From an optimization exercise on the open Yosys and OpenROAD flow, aimed at small area; shortcuts taken in it are not production practice. Only simulation tests tie the RTL to the original design; equivalence was not proved. Power figures rest on the tool's default switching activity, not on a simulated workload.

## JK
==> module UART_RX, before the edit <==
module UART_RX (
	input			clk,
	input			a_resetn,
	input			b_tick,
	input			rx,
	input		[1:0]	parity,
	input			rd,
	output	reg	[7:0]	rx_byte,
	output	wire		empty,
	output	wire		full
);
	localparam [3:0] S_PAR = 4'd0, S_STOP = 4'd1, S_IDLE = 4'd2, S_START = 4'd7, S_D7 = 4'd15;
	reg [3:0] st;
	reg [3:0] cnt;
	reg [7:0] sh;
	reg acc;
	reg ok;
	reg done;
	wire bit_end = b_tick && (cnt == 4'd15);
	wire in_data = st[3];
	always @(posedge clk or negedge a_resetn) begin
		if (!a_resetn) begin
			st <= S_IDLE;
			cnt <= 4'd8;
			done <= 1'b0;
		end else begin
			done <= (st == S_STOP) && bit_end && rx && ok;
			if (st == S_IDLE) begin
				cnt <= 4'd8;
				if (!rx) st <= S_START;
			end else if (b_tick) begin
				cnt <= cnt + 4'd1;
				if (cnt == 4'd15) begin
					if (st == S_D7 && parity == 2'b00) st <= S_STOP;
					else st <= st + 4'd1;
				end
			end
		end
	end
	always @(posedge clk) begin
		if ((st == S_D7) && bit_end) ok <= 1'b1;
		else if ((st == S_PAR) && bit_end) begin
			if (parity == 2'b01) ok <= acc ^ rx;
			else if (parity == 2'b10) ok <= !(acc ^ rx);
		end
	end
	always @(posedge clk) begin
		if (st == S_IDLE) acc <= 1'b0;
		else if (in_data && bit_end) acc <= acc ^ rx;
		if (in_data && bit_end) sh <= {rx, sh[7:1]};
	end
	reg [4:0] hp, tp;
	reg e;
	reg pend;	 
	reg [7:0] hbyte;	 
	wire one = (hp == tp);
	wire [4:0] hp_inc = hp + 5'd1;
	assign empty = e;
	assign full = !e && (hp_inc == tp);
	wire push = done && !full;
	wire pop = rd && !e;
	wire we = pend && (tp == 5'd0);
	always @(posedge clk or negedge a_resetn) begin
		if (!a_resetn) begin
			hp <= 5'd0;
			tp <= 5'd1;
			e <= 1'b1;
			pend <= 1'b0;
			rx_byte <= 8'd0;
		end else begin
			if (!pop) hp <= hp_inc;
			if (!push) tp <= tp + 5'd1;
			if (push) e <= 1'b0;
			else if (pop && one) e <= 1'b1;
			if (push) pend <= 1'b1;
			else if (we) pend <= 1'b0;
			if (pop) rx_byte <= (pend && one) ? sh : hbyte;
		end
	end
	reg [255:0] ring;	 
	wire [7:0] din = we ? sh : ring[255 -: 8];
	always @(posedge clk)
		ring <= {ring[247:0], din};
	wire [127:0] taps;
	genvar j;
	generate for (j = 0; j < 16; j = j + 1) begin : g_tap
		if (j == 0) assign taps[7:0] = din;
		else assign taps[8*j +: 8] = ring[16*j-8 +: 8];
	end endgenerate
	always @(posedge clk)
		if (hp[0] == pop) hbyte <= taps[8*hp[4:1] +: 8];
endmodule
clock: 10.0 ns
lec_check: 0
cap_margin: 20
core_margin: 2
core_utilization: 40
cts_buf_list: sky130_fd_sc_hd__clkbuf_16
cts_cluster_diameter: 70
cts_cluster_size: 25
place_density: 0.6
slew_margin: 20
standard.sh (not shown) runs the stock make flow with config.mk's settings and CLKGATE_MAP_FILE= SYNTH_SCRIPT=/design/flow/synth_recipe.tcl, a recipe that flattens the netlist after the stock synthesis.
==> flow/flow/run.sh <==
#!/bin/bash
# The standard layout (standard.sh), with two changes:
#  - the port buffers are the smallest buffer cell (buf_1) instead of the one
#    buffer_ports picks by default;
#  - clock tree synthesis does not add dummy loads.
# make's full output goes to layout.log; ORFS keeps each step's log under orfs/logs.
set -euo pipefail
export BUFFER_PORTS_ARGS="-buffer_cell sky130_fd_sc_hd__buf_1"
export CTS_ARGS="-sink_clustering_enable -repair_clock_nets -sink_clustering_size 25 -sink_clustering_max_diameter 70 -buf_list sky130_fd_sc_hd__clkbuf_16 -dont_use_dummy_load"
bash standard.sh > layout.log 2>&1
Inputs modified between JK and TR:
==> flow/design.v, changed modules only <==
module UART_RX (
	input			clk,
	input			a_resetn,
	input			b_tick,
	input			rx,
	input		[1:0]	parity,
	input			rd,
	output	reg	[7:0]	rx_byte,
	output	wire		empty,
	output	wire		full
);
	localparam [3:0] S_PAR = 4'd0, S_STOP = 4'd1, S_IDLE = 4'd2, S_START = 4'd7, S_D7 = 4'd15;
	reg [3:0] st;
	reg [3:0] cnt;
	reg [7:0] sh;
	reg acc;
	reg ok;
	reg done;
	wire bit_end = b_tick && (cnt == 4'd15);
	wire in_data = st[3];
	always @(posedge clk or negedge a_resetn) begin
		if (!a_resetn) begin
			st <= S_IDLE;
			cnt <= 4'd8;
			done <= 1'b0;
		end else begin
			done <= (st == S_STOP) && bit_end && rx && ok;
			if (st == S_IDLE) begin
				cnt <= 4'd8;
				if (!rx) st <= S_START;
			end else if (b_tick) begin
				cnt <= cnt + 4'd1;
				if (cnt == 4'd15) begin
					if (st == S_D7 && parity == 2'b00) st <= S_STOP;
					else st <= st + 4'd1;
				end
			end
		end
	end
	always @(posedge clk) begin
		if ((st == S_D7) && bit_end) ok <= 1'b1;
		else if ((st == S_PAR) && bit_end) begin
			if (parity == 2'b01) ok <= acc ^ rx;
			else if (parity == 2'b10) ok <= !(acc ^ rx);
		end
	end
	always @(posedge clk) begin
		if (st == S_IDLE) acc <= 1'b0;
		else if (in_data && bit_end) acc <= acc ^ rx;
		if (in_data && bit_end) sh <= {rx, sh[7:1]};
	end
	reg [4:0] hp, tp;
	reg e;
	reg pend;	 
	reg [7:0] hbyte;	 
	reg hv;
	reg rdl;	 
	wire one = (hp == tp);
	wire [4:0] hp_inc = hp + 5'd1;
	assign empty = e;
	assign full = !e && (hp_inc == tp);
	wire push = done && !full;
	wire pop = rd && !e;
	wire we = pend && (tp == 5'd0);
	reg [255:0] ring;	 
	wire [7:0] din = we ? sh : ring[255 -: 8];
	always @(posedge clk)
		ring <= {ring[247:0], din};
	wire [63:0] taps;
	genvar j;
	generate for (j = 0; j < 8; j = j + 1) begin : g_tap
		if (j == 0) assign taps[7:0] = din;
		else assign taps[8*j +: 8] = ring[32*j-8 +: 8];
	end endgenerate
	wire [2:0] sel = hp[4:2] + {2'b00, hp[1:0] == 2'b11};
	wire [7:0] tap = taps[8*sel +: 8];
	wire head_at_tap = (hp[1:0] == 2'b00);
	wire next_at_tap = (hp[1:0] == 2'b01);
	wire last_at_tap = (hp[1:0] == 2'b11);
	always @(posedge clk or negedge a_resetn) begin
		if (!a_resetn) begin
			hp <= 5'd0;
			tp <= 5'd1;
			e <= 1'b1;
			pend <= 1'b0;
			hv <= 1'b0;
			rdl <= 1'b0;
			rx_byte <= 8'd0;
		end else begin
			if (!pop) hp <= hp_inc;
			if (!push) tp <= tp + 5'd1;
			if (push) e <= 1'b0;
			else if (pop && one) e <= 1'b1;
			if (push) pend <= 1'b1;
			else if (we) pend <= 1'b0;
			if (pop) hv <= next_at_tap;
			else if (head_at_tap) hv <= 1'b1;
			if (pop) begin
				if (pend && one) rx_byte <= sh;
				else if (hv) rx_byte <= hbyte;
				else if (head_at_tap) rx_byte <= tap;
				rdl <= !(pend && one) && !hv && !head_at_tap;
			end else if (rdl && last_at_tap) begin
				rx_byte <= tap;
				rdl <= 1'b0;
			end
		end
	end
	always @(posedge clk)
		if (pop ? next_at_tap : head_at_tap) hbyte <= tap;
endmodule
==> results.txt <==
Per the comparison of TR with JK, pin count of the biggest net entering global routing fell by 13, total power rose by about 5%, worst endpoint required time stayed essentially flat. [compare] base=JK new=TR: critical path depth now larger, via total after detailed routing now smaller. On TR: layout cell share with drive strength beyond 1 is 0.39 points lower than what JK gave. [compare] base=JK new=TR: final standard cell count with taps included and fillers excluded decreased 12, first-pass GRT wire length decreased 4.5 mm.

## afterwards: timing with drivers on the ports
Ports are ideal in the flow. The routed layouts listed here were re-timed in OpenROAD.
Step 1 assumes that a clkbuf_16 drives the clock port and a buf_2 every other input.
Step 2 times the ports against the registers' clock, not the clock port: input delays grow and output delays shrink by t, the midpoint of the rising clock arrivals with the driver on.
a / b / c = ideal ports / drivers / drivers and shift; a / b = the first two.
run | t (ns) | setup WS [ns] | hold slack, ns | worst register clock-pin slew, ns | cell pins on the clock port's net
JK | 0.626 | 4.353 / 4.304 / 4.930 | 0.298 / 0.298 / 0.298 | 0.10 / 0.10 | 1
TR | 0.627 | 4.888 / 4.835 / 5.427 | 0.311 / 0.311 / 0.311 | 0.10 / 0.10 | 1
After both steps setup and hold are still met in every run listed.
